Background: an optimization exercise with open tools, aiming at small area. Do not read the settings as production practice. The RTL was checked by simulation tests, not by an equivalence proof against the original design.

Setup of old:
Design MatMul_top, start of the top module:
module MatMul_top (
	input clk, read, resetn, cs,
	input[31:0] writedata,
	output[31:0] readdata,
	output[7:0] conduit
);
Settings: LEC_CHECK=0, CAP_MARGIN=20, CORE_MARGIN=2, CORE_UTILIZATION=40, CTS_BUF_LIST=sky130_fd_sc_hd__clkbuf_8, CTS_CLUSTER_DIAMETER=60, CTS_CLUSTER_SIZE=16, SLEW_MARGIN=20; clock period 12.0 ns.
standard.sh (not shown) runs the stock make flow with config.mk's settings and CLKGATE_MAP_FILE= SYNTH_SCRIPT=/design/flow/synth_recipe.tcl, a recipe that flattens the netlist after the stock synthesis.
==> flow/flow/run.sh <==
#!/bin/bash
# Own flow: the standard synthesis and layout, with plain buffers (buf_2)
# on the ports and no dummy loads in the clock tree.
set -euo pipefail
bash standard.sh finish \
  "BUFFER_PORTS_ARGS=-buffer_cell sky130_fd_sc_hd__buf_2" \
  "CTS_ARGS=-sink_clustering_enable -repair_clock_nets -sink_clustering_size 16 -sink_clustering_max_diameter 60 -buf_list sky130_fd_sc_hd__clkbuf_8 -dont_use_dummy_load" \
  > std_flow.log 2>&1
Relative to old, the following input files were edited for new:
diff --git a/flow/flow/run.sh b/flow/flow/run.sh
--- a/flow/flow/run.sh
+++ b/flow/flow/run.sh
@@ -7 +7 @@
-  "CTS_ARGS=-sink_clustering_enable -repair_clock_nets -sink_clustering_size 16 -sink_clustering_max_diameter 60 -buf_list sky130_fd_sc_hd__clkbuf_8 -dont_use_dummy_load" \
+  "CTS_ARGS=-sink_clustering_enable -repair_clock_nets -sink_clustering_size 20 -sink_clustering_max_diameter 50 -buf_list sky130_fd_sc_hd__clkbuf_8 -dont_use_dummy_load" \
--- outcome ---
- In new, post-layout minimum cycle time is higher than in old.
- Status: wire length parity (new, old)
- Compared with old, in new area of the mapped netlist flat.


MatMul_top, a different RTL version from the one above (not shown whole).
Size: about 2,900 cells after synthesis, roughly 76 I/O pins, about 0.044 sq mm of cells after synthesis.
Settings: LEC_CHECK=0, CAP_MARGIN=20, CORE_MARGIN=2, CORE_UTILIZATION=40, CTS_CLUSTER_DIAMETER=60, CTS_CLUSTER_SIZE=25, SLEW_MARGIN=20; clock period 12.0 ns.
run.sh (not shown) runs the stock make flow with config.mk's settings and CLKGATE_MAP_FILE= SYNTH_SCRIPT=/design/flow/synth_recipe.tcl, a recipe that flattens the netlist after the stock synthesis.
Stock flow here: none of the scripts above is used.
The starting point finished with timing, DRC and antenna clean.
Then changed:
Settings changed: CAP_MARGIN 20 to 10, CORE_UTILIZATION 40 to 60, CTS_BUF_LIST set to sky130_fd_sc_hd__clkbuf_8, CTS_CLUSTER_SIZE 25 to 16, SLEW_MARGIN 20 to 10.
=> Die area went down by a quarter to a third. Cell count came out lower by roughly a tenth. Hold slack degrades by 6.3 ps. Setup slack gets better by 23 ps. Wire length hardly moves. Fmax hardly moves. Utilization grows by 20 points. Final area goes down slightly. Area after synthesis does not change. First-iteration DRC count grows by about a fifth.


## main
RTL: one of the versions met above, not the one the previous note started from.
Size: ~2800 cells after synthesis, about 76 I/O pins, about 43000 sq um of cells after synthesis.
clock: 12.0 ns
lec_check: 0
cap_margin: 20
core_margin: 2
core_utilization: 40
cts_buf_list: sky130_fd_sc_hd__clkbuf_8
cts_cluster_diameter: 60
cts_cluster_size: 16
slew_margin: 20
main ran to completion and came out clean on the timing, design-rule and antenna checks.
> inputs changed (main -> the feature branch)
==> flow/flow/run.sh (new file) <==
#!/bin/bash
# Own flow: the standard synthesis and layout, with plain buffers (buf_2)
# on the ports and no dummy loads in the clock tree.
set -euo pipefail
bash standard.sh finish \
  "BUFFER_PORTS_ARGS=-buffer_cell sky130_fd_sc_hd__buf_2" \
  "CTS_ARGS=-sink_clustering_enable -repair_clock_nets -sink_clustering_size 10 -sink_clustering_max_diameter 50 -buf_list sky130_fd_sc_hd__clkbuf_4 -dont_use_dummy_load" \
  > std_flow.log 2>&1
==> flow/standard.sh (new file) <==
#!/bin/bash
# synth_recipe.tcl (not shown) runs the flow's synth.tcl, then flattens the netlist and writes it again
# the make line also repeats each setting of config.mk as NAME=value (left out here)
make -C /OpenROAD-flow-scripts/flow DESIGN_CONFIG=/design/flow/config.mk WORK_HOME=/design/flow/orfs CLKGATE_MAP_FILE= SYNTH_SCRIPT=/design/flow/synth_recipe.tcl "${@:-finish}"
removed: flow/run.sh
## What came out
- Side by side, routed wire length turned out lower in the feature branch than in main.
- Cell count: the feature branch lower than main
- Compared with main, the feature branch shows a share of layout cells above drive strength 1 that is 0.64 points lower.
- Global routing usage on met3 ended up 0.71 points higher on the feature branch than on main.
- Final weighted congestion in routability-driven placement in the feature branch is about 7% lower than in main


RTL: one of the versions met above, not the one the previous note started from.
Size: ~2900 cells after synthesis, ~76 I/O pins, roughly 44000 µm² of cells after synthesis.
make LEC_CHECK=0 CAP_MARGIN=20 CORE_MARGIN=2 CORE_UTILIZATION=40 SLEW_MARGIN=20 finish   # period 12.0 ns
Stock flow here: none of the scripts above is used.
The baseline produced a clean layout.
Then changed:
Settings changed: CTS_BUF_LIST set to sky130_fd_sc_hd__clkbuf_8, CTS_CLUSTER_DIAMETER set to 60, CTS_CLUSTER_SIZE set to 16, GPL_TIMING_DRIVEN set to 0.
After rerunning: The changed run produced a clean layout. Cell area is lower by 1.3%. Worst setup slack is worse by 0.097 ns. Fmax goes down by 0.82%. Global-route usage rises by 4.1 points. Routed wire length rose by 19%. Final cell count increases by 1.9%. Synthesized cell count stays the same. Sequential share of layout area came out higher by 0.65 points. Via count went up by 7.9%.


Setup of the baseline:
Starting RTL as in the previous note.
==> flow/design.v (excerpt) <==
module MatMul_top (
	input clk, read, resetn, cs,
	input[31:0] writedata,
	output[31:0] readdata,
	output[7:0] conduit
);
Settings: LEC_CHECK=0, CAP_MARGIN=20, CORE_MARGIN=2, CORE_UTILIZATION=40, CTS_BUF_LIST=sky130_fd_sc_hd__clkbuf_8, CTS_CLUSTER_DIAMETER=60, CTS_CLUSTER_SIZE=16, SLEW_MARGIN=20; clock period 12.0 ns.
standard.sh (not shown) runs the stock make flow with config.mk's settings and CLKGATE_MAP_FILE= SYNTH_SCRIPT=/design/flow/synth_recipe.tcl, a recipe that flattens the netlist after the stock synthesis.
==> flow/flow/run.sh <==
#!/bin/bash
# Own flow: the standard synthesis and layout, with plain buffers (buf_2)
# on the ports and no dummy loads in the clock tree.
set -euo pipefail
bash standard.sh finish \
  "BUFFER_PORTS_ARGS=-buffer_cell sky130_fd_sc_hd__buf_2" \
  "CTS_ARGS=-sink_clustering_enable -repair_clock_nets -sink_clustering_size 16 -sink_clustering_max_diameter 60 -buf_list sky130_fd_sc_hd__clkbuf_8 -dont_use_dummy_load" \
  > std_flow.log 2>&1
The inputs of the candidate differ from those of the baseline as listed below.
==> flow/run.sh (new file) <==
#!/bin/bash
# synth_recipe.tcl (not shown) runs the flow's synth.tcl, then flattens the netlist and writes it again
# the make line also repeats each setting of config.mk as NAME=value (left out here)
make -C /OpenROAD-flow-scripts/flow DESIGN_CONFIG=/design/flow/config.mk WORK_HOME=/design/flow/orfs CLKGATE_MAP_FILE= SYNTH_SCRIPT=/design/flow/synth_recipe.tcl finish
removed: flow/flow/run.sh
removed: flow/standard.sh
Findings:
- Between the baseline and the candidate, the difference in via count is negligible.
- Comparing the baseline and the candidate, maximum clock frequency is higher on the baseline.
- Capture point of the worst path: readdata[7] -> the baseline, conduit[6] -> the candidate
- Core utilization sits higher in the candidate than in the baseline.
- Setup slack after layout (higher): the baseline
- Looking at global-route usage, the candidate sits 0.37 points lower than the baseline does.
- Layout overhead on the synthesized area up 1.7 points in the candidate wrt the baseline
- Compared to the baseline, the candidate has share of final layout cell area taken by non-clock buffers 0.96 points higher.

-- afterwards: timing with drivers on the ports --
No port has a modelled driver above. Below, the same layouts with a new extraction and two added sets of constraints. Step 1: set_driving_cell puts a clkbuf_16 on clk and a buf_2 on each other input, an assumption about the parent block. Step 2 times the ports against the registers' clock, not the clock port: input delays grow and output delays shrink by t, the midpoint of the rising clock arrivals with the driver on. a / b / c = ideal ports / drivers / drivers and shift; a / b = the first two.
| run | shift t [ns] | slack for setup (ns) | hold slack, ns | latest minus earliest clock arrival (ns) | worst data-port slew with drivers (ns) |
|---|---|---|---|---|---|
| old | 0.759 | 0.371 / 0.315 / 1.074 | 0.706 / 0.706 / 0.706 | 0.055 / 0.056 | 0.10 |
| new | 0.758 | 0.351 / 0.292 / 1.050 | 0.701 / 0.701 / 0.701 | 0.077 / 0.077 | 0.10 |
| the first run of note 2 | 0.702 | 0.325 / 0.253 / 0.955 | 0.673 / 0.673 / 0.673 | 0.040 / 0.040 | 0.05 |
| the second run of note 2 | 0.762 | 0.347 / 0.279 / 1.041 | 0.666 / 0.666 / 0.666 | 0.054 / 0.054 | 0.17 |
| main | 0.778 | 0.304 / 0.249 / 1.028 | 0.680 / 0.680 / 0.680 | 0.053 / 0.053 | 0.04 |
| the feature branch | 0.990 | 0.307 / 0.252 / 1.242 | 0.702 / 0.702 / 0.702 | 0.116 / 0.116 | 0.08 |
| the first run of note 4 | 0.720 | 0.354 / 0.284 / 1.004 | 0.672 / 0.672 / 0.672 | 0.034 / 0.034 | 0.05 |
| the second run of note 4 | 0.791 | 0.257 / 0.192 / 0.984 | 0.680 / 0.680 / 0.680 | 0.050 / 0.051 | 0.11 |
| the baseline | 0.753 | 0.397 / 0.325 / 1.078 | 0.695 / 0.695 / 0.695 | 0.082 / 0.082 | 0.05 |
| the candidate | 0.767 | 0.297 / 0.230 / 0.997 | 0.677 / 0.677 / 0.677 | 0.069 / 0.068 | 0.05 |
After both steps setup and hold are still met in every run listed.
